This is an optimization exercise on Yosys and OpenROAD, whose aim is small area and a short achievable clock period, not a production implementation.
At most, simulation tests tie the RTL to the original design; equivalence was not proved.

==> run a: inputs <==
## dipole
module dipole(clk_in, reset, clk_out, r_vga, g_vga, b_vga, h_sync, v_sync, h_c, v_c, cw, ccw, start, stop, led, led2);
export LEC_CHECK = 0
export CAP_MARGIN = 20
export CORE_MARGIN = 2
export CORE_UTILIZATION = 60
export PLACE_DENSITY = 0.7
export SLEW_MARGIN = 20
create_clock -name core_clock -period 400.0 [get_ports {clk_in}]
standard.sh (not shown) runs the stock make flow with config.mk's settings and CLKGATE_MAP_FILE= SYNTH_SCRIPT=/design/flow/synth_recipe.tcl, a recipe that flattens the netlist after the stock synthesis.
==> flow/flow/run.sh <==
#!/bin/bash
# Own layout flow: the standard synthesis, then the combinational logic is
# mapped again with a stronger ABC script (the flip-flops, their names and cell
# types are kept as the standard synthesis made them), then the standard
# layout from that netlist.
set -euo pipefail
W=$(pwd)
R=$W/orfs/results/$FLOW_PLATFORM/dipole/base
L=$W/orfs/logs/$FLOW_PLATFORM/dipole/base
LIB=$FLOW_HOME/platforms/$FLOW_PLATFORM/lib/sky130_fd_sc_hd__tt_025C_1v80.lib
YOSYS=$(command -v yosys || echo "$FLOW_HOME/../tools/install/yosys/bin/yosys")

bash standard.sh synth > "$W/flow_synth.log" 2>&1
cp -p "$R/1_2_yosys.v" "$W/standard_1_2_yosys.v"

# the platform's don't-use cells, as the standard synthesis passed them to ABC
DONTUSE=$(grep -o -- "-dont_use [A-Za-z0-9_]*" "$L/1_2_yosys.log" | sort -u | tr '\n' ' ')

LIB="$LIB" IN="$W/standard_1_2_yosys.v" OUT="$W/resyn_1_2_yosys.v" \
  ABCSCRIPT="$W/flow/resyn.abc" DONTUSE="$DONTUSE" \
  "$YOSYS" -c "$W/flow/resyn.tcl" > "$W/flow_resyn.log" 2>&1

cp "$W/resyn_1_2_yosys.v" "$R/1_2_yosys.v"
touch "$R/1_2_yosys.v"

# ports get the smallest buffer rather than a delay cell; the clock tree uses
# small buffers and no dummy loads
bash standard.sh "BUFFER_PORTS_ARGS=-buffer_cell sky130_fd_sc_hd__buf_1" \
  "CTS_ARGS=-sink_clustering_enable -repair_clock_nets -buf_list {sky130_fd_sc_hd__clkbuf_4 sky130_fd_sc_hd__clkbuf_8} -dont_use_dummy_load" \
  finish > "$W/flow_layout.log" 2>&1
Other scripts of this flow, unchanged in this note and not shown: flow/flow/resyn.abc, flow/flow/resyn.tcl
==> inputs of run b, as changes to run a <==
--- a/flow/design.v
+++ b/flow/design.v
@@ -275,11 +275,11 @@
 		(hwin(h_count, 1'b1, b1r ? 2'd0 : 2'd2) && vw2) ||
 		(hwin(h_count, 1'b0, b3x) && vw3) ||
 		(hwin(h_count, 1'b0, b4x) && vw4));
 	wire xneg = (h_count < 320);
 	wire [6:0] dx7 = {~h_count[6], h_count[5:0]};           
-	wire [6:0] cax = xneg ? -dx7 : dx7;                      
+	wire [6:0] xo = dx7 ^ {7{xneg}};                         
 	wire xnear = (h_count >= 235 && h_count <= 405);
 	wire yneg = (v_count < 400);
 	wire [6:0] dy7 = v_count[6:0] - 7'd16;                   
 	wire [6:0] cay = yneg ? -dy7 : dy7;                      
 	wire ynear = (v_count >= 315 && v_count <= 485);
@@ -359,23 +359,24 @@
 			7'd69: begin ring_hi = 7'd16; ring_w = 5'd16; end
 			7'd70: begin ring_hi = 7'd11; ring_w = 5'd11; end
 			7'd71: begin ring_hi = 7'd0; ring_w = 5'd0; end
 			default: begin ring_hi = 7'd0; ring_w = 5'd0; end
 		endcase
-	wire [7:0] ring_t = {1'b0, ring_hi} - {1'b0, cax};
+	wire [7:0] ring_t = {1'b0, ring_hi} + {1'b1, ~xo} + {7'd0, !xneg};
 	wire circle = xnear && ynear && (cay <= 71) && !ring_t[7] && (ring_t[6:0] <= ring_w);
 	wire red_sx = (bi >= 7) ? !xneg : xneg;      
 	wire red_sy = bs ? !yneg : yneg;             
-	wire [7:0] tx = {1'b0, cax} - {1'b0, ball_x};
+	wire [6:0] ball_xn = xneg ? ball_x - 7'd1 : ball_x;      
+	wire [7:0] tx = {1'b0, xo} - {ball_xn == 7'h7f, ball_xn};   
 	wire [7:0] ty = {1'b0, cay} - {1'b0, ball_y};
 	wire nx_ok = (tx[7:4] == 4'h0) || (tx[7:4] == 4'hf && tx[3:0] != 0);
 	wire ny_ok = (ty[7:4] == 4'h0) || (ty[7:4] == 4'hf && ty[3:0] != 0);
 	wire [3:0] nx = tx[7] ? -tx[3:0] : tx[3:0];
 	wire [3:0] ny = ty[7] ? -ty[3:0] : ty[3:0];
-	wire fx_ok = (ball_x == 0) ? (cax <= 15) : (ball_x == 10) && (cax <= 5);
+	wire fx_ok = (ball_x == 0) ? (xo <= (xneg ? 14 : 15)) : (ball_x == 10) && (xo <= (xneg ? 4 : 5));
 	wire fy_ok = (ball_y == 0) ? (cay <= 15) : (ball_y == 1) && (cay <= 14);
-	wire [3:0] fx = (ball_x == 0) ? cax[3:0] : cax[3:0] + 4'd10;
+	wire [3:0] fx = xo[3:0] + (xneg ? 4'd1 : 4'd0) + ((ball_x == 0) ? 4'd0 : 4'd10);
 	wire [3:0] fy = (ball_y == 0) ? cay[3:0] : cay[3:0] + 4'd1;
 	function disc;
 		input [3:0] ax;
 		input [3:0] ay;
 		reg [3:0] lim;
--- a/flow/flow/run.sh
+++ b/flow/flow/run.sh
@@ -24,7 +24,7 @@
 touch "$R/1_2_yosys.v"
 
 # ports get the smallest buffer rather than a delay cell; the clock tree uses
 # small buffers and no dummy loads
 bash standard.sh "BUFFER_PORTS_ARGS=-buffer_cell sky130_fd_sc_hd__buf_1" \
-  "CTS_ARGS=-sink_clustering_enable -repair_clock_nets -buf_list {sky130_fd_sc_hd__clkbuf_4 sky130_fd_sc_hd__clkbuf_8} -dont_use_dummy_load" \
+  "CTS_ARGS=-sink_clustering_enable -repair_clock_nets -buf_list {sky130_fd_sc_hd__clkbuf_4} -sink_clustering_size 8 -sink_clustering_max_diameter 50 -dont_use_dummy_load" \
   finish > "$W/flow_layout.log" 2>&1
==> inputs of run c, as changes to run a <==
--- a/flow/design.v
+++ b/flow/design.v
@@ -70,12 +70,16 @@
 				end
 			else
 				begin
 					if (h_step)
 						h_sync <= ~(h_count >= 655 && h_count < 751);
+					else
+						h_sync <= ~(h_count >= 656 && h_count < 752);
 					if (v_step)
 						v_sync <= ~(v_count >= 489 && v_count < 491);
+					else
+						v_sync <= ~(v_count >= 490 && v_count < 492);
 				end
 		end
 	wire vga_out = (h_count < 640) && (v_count < 480);
 	wire tick_b = h_step && (
 		(vm5 == 3'd0 && h_count == 10'd497) ||
@@ -123,12 +127,11 @@
 					else if (rst)
 						second <= 0;
 				end
 		end
 	reg [9:0] top_screen;
-	reg cacc;           
-	wire go = !cacc;    
+	reg go;    
 	reg [2:0] pat;
 	always @ (posedge clk_in)
 		begin
 			if (reset)
 				top_screen <= 0;
@@ -237,21 +240,25 @@
 			2'd1: cyhit = (cu >= 620 && cu <= 680);
 			2'd2: cyhit = (cu >= 770 && cu <= 830);
 			default: cyhit = (cu >= 870 && cu <= 930);
 		endcase
 	wire chit = cxhit && cyhit;
+	reg cacc;
 	always @ (posedge clk_in)
 		begin
 			if (reset)
 				cacc <= 0;
 			else if (cp == 3'd0 && clk_out)
 				cacc <= chit;
-			else if (cp == 3'd7 && clk_out)
-				cacc <= cacc || chit || !on;
 			else
 				cacc <= cacc || chit;
 		end
+	always @ (posedge clk_in)
+		if (reset)
+			go <= 0;
+		else
+			go <= on && !(cacc || chit);
 	function hwin;
 		input [9:0] h;
 		input wide;
 		input [1:0] bx;
 		begin
==> inputs of run d, as changes to run a <==
--- a/flow/design.v
+++ b/flow/design.v
@@ -70,12 +70,16 @@
 				end
 			else
 				begin
 					if (h_step)
 						h_sync <= ~(h_count >= 655 && h_count < 751);
+					else
+						h_sync <= ~(h_count >= 656 && h_count < 752);
 					if (v_step)
 						v_sync <= ~(v_count >= 489 && v_count < 491);
+					else
+						v_sync <= ~(v_count >= 490 && v_count < 492);
 				end
 		end
 	wire vga_out = (h_count < 640) && (v_count < 480);
 	wire tick_b = h_step && (
 		(vm5 == 3'd0 && h_count == 10'd497) ||
@@ -123,12 +127,11 @@
 					else if (rst)
 						second <= 0;
 				end
 		end
 	reg [9:0] top_screen;
-	reg cacc;           
-	wire go = !cacc;    
+	reg go;    
 	reg [2:0] pat;
 	always @ (posedge clk_in)
 		begin
 			if (reset)
 				top_screen <= 0;
@@ -237,21 +240,25 @@
 			2'd1: cyhit = (cu >= 620 && cu <= 680);
 			2'd2: cyhit = (cu >= 770 && cu <= 830);
 			default: cyhit = (cu >= 870 && cu <= 930);
 		endcase
 	wire chit = cxhit && cyhit;
+	reg cacc;
 	always @ (posedge clk_in)
 		begin
 			if (reset)
 				cacc <= 0;
 			else if (cp == 3'd0 && clk_out)
 				cacc <= chit;
-			else if (cp == 3'd7 && clk_out)
-				cacc <= cacc || chit || !on;
 			else
 				cacc <= cacc || chit;
 		end
+	always @ (posedge clk_in)
+		if (reset)
+			go <= 0;
+		else
+			go <= on && !(cacc || chit);
 	function hwin;
 		input [9:0] h;
 		input wide;
 		input [1:0] bx;
 		begin
- CORE_UTILIZATION: 60 -> 72
- PLACE_DENSITY: 0.7 -> 0.82
==> run summary <==
- Cell count, highest first: run a, run c, run b, run d.
- Sequential share of layout area, lowest first: run a, run c, run b, run d.
- Clock-buffer cell count is the same in run a and run b.
- Against run d, the non-clock buffer count of run a is higher by 7.
- The highest die area belongs to run a, the lowest to run d.
- Global-route usage, lowest first: run c, run a, run b, run d.
For run c and run d, only the layout was checked, not whether the RTL still works.

-- what the ideal ports hide --
No port has a modelled driver above. Below, the same layouts with a new extraction and two added sets of constraints. Step 1 (the two cells are an assumption about what drives the block):
set clk [get_ports {clk_in}]
set_driving_cell -lib_cell sky130_fd_sc_hd__clkbuf_16 $clk
set_driving_cell -lib_cell sky130_fd_sc_hd__buf_2 [delete_from_list [all_inputs] $clk]
Step 2 also shifts input and output timing later by t, the mid clock arrival at the registers, as if the neighbouring blocks saw the same clock. a / b / c = no drivers / after step 1 / after step 2; a / b = the first two.
run	t, ns	slack for setup (ns)	hold WS [ns]	worst slew at a driven data input, ns
run a	0.398	318.588 / 318.551 / 318.629	0.503 / 0.503 / 0.503	0.03
run b	0.432	318.512 / 318.479 / 318.243	0.459 / 0.459 / 0.459	0.04
run c	0.372	318.654 / 318.618 / 318.452	0.467 / 0.467 / 0.467	0.03
run d	0.381	318.636 / 318.603 / 318.451	0.460 / 0.460 / 0.460	0.03
After both steps setup and hold are still met in every run listed. The setup slack of run b, which loses most, moves by -0.033 ns with the drivers and by -0.269 ns with both steps.
